Source: an optimization exercise on an open RTL-to-GDS flow (aim: small area). Production flows keep margins and buffers that such runs may drop. Only simulation tests tie the RTL to the original design; equivalence was not proved. The clock port is modelled as an ideal driver; clocking choices that lean on that would not hold on a real chip. Power is estimated from default activity; no workload was simulated.

==> flow/design.v <==
`timescale 1ns/1ps
module top(clk, por, master, slave, led, an, seg, reset, switch, resume);
    input clk, por, reset, switch, resume;
    input [6:0] slave;
    output reg [5:0] led;
    output reg [3:0] an;
    output reg [7:0] seg;
    output [9:0] master;
    assign master = 10'b0;
    localparam DB = 4;       
    localparam GB = 7;       
    reg [DB-1:0] q;
    reg [GB-DB-1:0] h;
    reg rst_op, rst_dl, sw_op, sw_dl, rs_op, rs_dl;
    reg [1:0] rst_c, sw_c, rs_c;
    wire e17 = &q;
    wire e22 = e17 & ~(|h);
    always @(posedge clk) begin
        if (por | rst_op) begin
            q <= {DB{1'b1}};
            h <= 0;
        end else begin
            q <= {q[DB-2:0], ~(q[DB-1] ^ q[DB-2]) ^ (&q[DB-2:0])};
            h <= h + e17;
        end
    end
    always @(posedge clk) begin
        if (por) begin
            rst_c <= 2'b00; sw_c <= 2'b00; rs_c <= 2'b00;
        end else if (e17) begin
            rst_c <= reset  ? {rst_c[1] | rst_c[0], ~rst_c[1]} : 2'b00;
            sw_c  <= switch ? {sw_c[1]  | sw_c[0],  ~sw_c[1]}  : 2'b00;
            rs_c  <= resume ? {rs_c[1]  | rs_c[0],  ~rs_c[1]}  : 2'b00;
        end
    end
    wire rst_db = rst_c[1] & ~rst_c[0];
    wire sw_db  = sw_c[1]  & ~sw_c[0];
    wire rs_db  = rs_c[1]  & ~rs_c[0];
    always @(posedge clk) begin
        if (por) begin
            rst_op <= 1'b0; rst_dl <= 1'b0;
            sw_op <= 1'b0; sw_dl <= 1'b0;
            rs_op <= 1'b0; rs_dl <= 1'b0;
        end else if (e22) begin
            rst_op <= rst_db & ~rst_dl; rst_dl <= rst_db;
            sw_op  <= sw_db  & ~sw_dl;  sw_dl  <= sw_db;
            rs_op  <= rs_db  & ~rs_dl;  rs_dl  <= rs_db;
        end
    end
    localparam [2:0] P_WAIT = 3'b000, P_HOLD = 3'b001, P_FIN = 3'b010;
    reg player;
    reg [3:0] t_a, t_b, o_a, o_b;    
    reg [1:0] r_a, r_b;
    reg [2:0] ph_a, ph_b;
    wire [6:0] z = ~slave;
    wire lo = z[0] | z[1] | z[2];
    wire hi = z[3] | z[4] | z[5] | z[6];
    wire lo2 = (z[0] & z[1]) | (z[0] & z[2]) | (z[1] & z[2]);
    wire hi2 = (z[3] & (z[4] | z[5] | z[6])) | (z[4] & (z[5] | z[6])) | (z[5] & z[6]);
    wire hit = (lo ^ hi) & ~lo2 & ~hi2;
    wire [1:0] dv = {z[6] | z[0] | z[3], z[5] | z[1] | z[3]};
    wire ten = (ph_a[1:0] == 2'b11);
    wire [1:0] sv = ph_a[1:0] + 2'd1;
    wire [4:0] od = {1'b0, o_a} - {3'b000, ten ? 2'b00 : sv};
    wire ob = od[4];                         
    wire [3:0] o_n = ob ? od[3:0] + 4'd10 : od[3:0];
    wire tdec = ten | ob;
    wire t0 = (t_a == 4'd0);
    wire bust = t0 & tdec;
    wire [3:0] t_n = t_a - {3'b000, tdec};
    wire fin = ten ? (t_a == 4'd1) & (o_a == 4'd0) : t0 & (o_a == {2'b00, sv});
    reg [3:0] n_t, n_o;
    reg [1:0] n_r;
    reg [2:0] n_ph;
    always @(*) begin
        n_t = t_a; n_o = o_a; n_r = r_a; n_ph = ph_a;
        if (ph_a[2]) begin
            if (!bust) begin n_t = t_n; n_o = o_n; end
            if (fin) n_ph = P_FIN;
            else begin
                n_ph = P_HOLD;
                n_r = r_a - 1'b1;
            end
        end else begin
            case (ph_a[1:0])
                2'b00: if (hit) n_ph = {1'b1, dv};
                2'b01: begin
                    if (r_a == 2'd0) begin
                        if (sw_op) begin n_ph = P_WAIT; n_r = 2'd3; end
                    end else if (rs_op) n_ph = P_WAIT;
                end
                default: n_r = 2'd3;
            endcase
        end
    end
    always @(posedge clk) begin
        if (por) begin
            player <= 1'b1;
            t_a <= 4'd10; o_a <= 4'd1; r_a <= 2'd3; ph_a <= P_WAIT;
            t_b <= 4'd10; o_b <= 4'd1; r_b <= 2'd3; ph_b <= P_WAIT;
        end else if (e22) begin
            if (rst_op) begin
                player <= 1'b1;
                t_a <= 4'd10; o_a <= 4'd1; r_a <= 2'd3; ph_a <= P_WAIT;
                t_b <= 4'd10; o_b <= 4'd1; r_b <= 2'd3; ph_b <= P_WAIT;
            end else if (sw_op) begin
                player <= ~player;
                t_a <= t_b; o_a <= o_b; r_a <= r_b; ph_a <= ph_b;
                t_b <= n_t; o_b <= n_o; r_b <= n_r; ph_b <= n_ph;
            end else begin
                t_a <= n_t; o_a <= n_o; r_a <= n_r; ph_a <= n_ph;
            end
        end
    end
    wire [2:0] lt = {r_a[1] & r_a[0], r_a[1], r_a[1] | r_a[0]};
    always @(*) led = player ? {3'b000, lt} : {lt, 3'b000};
    wire [1:0] count = {h[1], h[0] | (rst_op & e22)};
    wire zero = (t_a == 4'd0) & (o_a == 4'd0);
    wire hun = (t_a == 4'd10);
    function [7:0] digit;
        input [3:0] d;
        case (d)
            4'd0: digit = 8'b00000011;
            4'd1: digit = 8'b10011111;
            4'd2: digit = 8'b00100101;
            4'd3: digit = 8'b00001101;
            4'd4: digit = 8'b10011001;
            4'd5: digit = 8'b01001001;
            4'd6: digit = 8'b01000001;
            4'd7: digit = 8'b00011111;
            4'd8: digit = 8'b00000001;
            4'd9: digit = 8'b00001001;
4'd10: digit = 8'b00000011;
            default: digit = 8'b11111111;
        endcase
    endfunction
    wire [3:0] dsel = count[0] ? t_a : o_a;
    wire [7:0] dpat = digit(dsel);
    always @(*) begin
        case (count)
            2'b00: begin
                seg = zero ? 8'b11110101 : dpat;
                an = 4'b1110;
            end
            2'b01: begin
                if (zero) seg = 8'b11110011;
                else if (t_a == 4'd0) seg = 8'b11111111;
                else seg = dpat;
                an = 4'b1101;
            end
            2'b10: begin
                seg = zero ? 8'b11100101 : (hun ? 8'b10011111 : 8'b11111111);
                an = 4'b1011;
            end
            default: begin
                seg = 8'b11111111;
                an = 4'b0111;
            end
        endcase
    end
endmodule
==> flow/config.mk <==
export PLATFORM = sky130hd
export DESIGN_NAME = top
export DESIGN_NICKNAME = top
export VERILOG_FILES = /design/flow/design.v
export SDC_FILE = /design/flow/constraint.sdc
export NUM_CORES = 4
export LEC_CHECK = 0
export ABC_AREA = 1
export CAP_MARGIN = 20
export CORE_MARGIN = 2
export CORE_UTILIZATION = 40
export SLEW_MARGIN = 20
==> flow/constraint.sdc <==
create_clock -name core_clock -period 11.0 [get_ports {clk}]
set_input_delay 2.2000 -clock core_clock [delete_from_list [all_inputs] [get_ports {clk}]]
set_output_delay 2.2000 -clock core_clock [all_outputs]
set_load 0.01 [all_outputs]
standard.sh (not shown) runs the stock make flow with config.mk's settings and CLKGATE_MAP_FILE= SYNTH_SCRIPT=/design/flow/synth_recipe.tcl, a recipe that flattens the netlist after the stock synthesis.
==> flow/flow/run.sh <==
#!/bin/bash
set -euo pipefail
H=$(pwd)
sed "s#SYNTH_SCRIPT=[^ ]*#SYNTH_SCRIPT=$H/flow/synth.tcl#" standard.sh > my_standard.sh
export MY_ABC_SCRIPT=$H/flow/area.abc
export ABC_SEEDS="1 2 3 4 5 6 7 8"
export POST_CTS_TCL=$H/flow/post_cts.tcl
bash my_standard.sh ADDER_MAP_FILE= SKIP_REPAIR_TIE_FANOUT=1 SYNTH_OPERATIONS_ARGS=-nofsm \
  "BUFFER_PORTS_ARGS=-buffer_cell sky130_fd_sc_hd__buf_1" \
  "CTS_ARGS=-sink_clustering_enable -repair_clock_nets -dont_use_dummy_load" \
  finish > make.log 2>&1
Other scripts of this flow, unchanged in this note and not shown: flow/flow/area.abc, flow/flow/post_cts.tcl, flow/flow/synth.tcl
Then changed:
--- a/flow/design.v
+++ b/flow/design.v
@@ -114,27 +114,23 @@
     end
     wire [2:0] lt = {r_a[1] & r_a[0], r_a[1], r_a[1] | r_a[0]};
     always @(*) led = player ? {3'b000, lt} : {lt, 3'b000};
     wire [1:0] count = {h[1], h[0] | (rst_op & e22)};
     wire zero = (t_a == 4'd0) & (o_a == 4'd0);
-    wire hun = (t_a == 4'd10);
+    wire hun = t_a[3] & t_a[1];      
     function [7:0] digit;
         input [3:0] d;
-        case (d)
-            4'd0: digit = 8'b00000011;
-            4'd1: digit = 8'b10011111;
-            4'd2: digit = 8'b00100101;
-            4'd3: digit = 8'b00001101;
-            4'd4: digit = 8'b10011001;
-            4'd5: digit = 8'b01001001;
-            4'd6: digit = 8'b01000001;
-            4'd7: digit = 8'b00011111;
-            4'd8: digit = 8'b00000001;
-            4'd9: digit = 8'b00001001;
-4'd10: digit = 8'b00000011;
-            default: digit = 8'b11111111;
-        endcase
+        begin
+            digit[7] = (~d[3] & ~d[2] & ~d[1] & d[0]) | (d[2] & ~d[1] & ~d[0]);
+            digit[6] = (d[2] & d[1] & ~d[0]) | (d[2] & ~d[1] & d[0]);
+            digit[5] = ~d[3] & ~d[2] & d[1] & ~d[0];
+            digit[4] = (d[2] & ~d[1] & ~d[0]) | (~d[3] & ~d[2] & ~d[1] & d[0]) | (d[2] & d[1] & d[0]);
+            digit[3] = (d[2] & ~d[1]) | d[0];
+            digit[2] = (d[1] & d[0]) | (~d[3] & ~d[2] & d[0]) | (~d[3] & ~d[2] & d[1]);
+            digit[1] = (~d[3] & ~d[2] & ~d[1]) | (d[3] & d[1]) | (d[2] & d[1] & d[0]);
+            digit[0] = 1'b1;
+        end
     endfunction
     wire [3:0] dsel = count[0] ? t_a : o_a;
     wire [7:0] dpat = digit(dsel);
     always @(*) begin
         case (count)
The changed run completed without violations.
Area after synthesis went down slightly.
Sequential power stays flat.
Power decreases by a few percent.
Cell count came out lower slightly.
Cell area decreases slightly.
Fmax climbs by a little under a tenth.
Via count goes down slightly.
Worst setup slack gets better by 0.44 ns.
Register-to-register slack gets worse by 0.15 ns.
Die area goes down slightly.
Clock power came out lower by a few percent.
Sequential cell count stays the same.
Non-clock buffer count goes down by 1.
Critical path depth fell by 1.

-- what the ideal ports hide --
Ports are ideal in the flow. The routed layouts listed here were re-timed in OpenROAD. Step 1 (the two cells are an assumption about what drives the block):
set clk [get_ports {clk}]
set_driving_cell -lib_cell sky130_fd_sc_hd__clkbuf_16 $clk
set_driving_cell -lib_cell sky130_fd_sc_hd__buf_2 [delete_from_list [all_inputs] $clk]
Step 2 also shifts input and output timing later by t, the mid clock arrival at the registers, as if the neighbouring blocks saw the same clock. a / b / c = ideal ports / drivers / drivers and shift; a / b = the first two.
| run | t (ns) | setup slack, ns | worst setup path after step 2 | worst data-port slew with drivers (ns) | pins driven straight from the clock port |
|---|---|---|---|---|---|
| the first run | 0.357 | 4.830 / 4.805 / 5.162 | register to output | 0.04 | 1 |
| the second run | 0.356 | 5.268 / 5.246 / 5.602 | register to output | 0.03 | 1 |
After both steps every run listed still meets setup and hold.
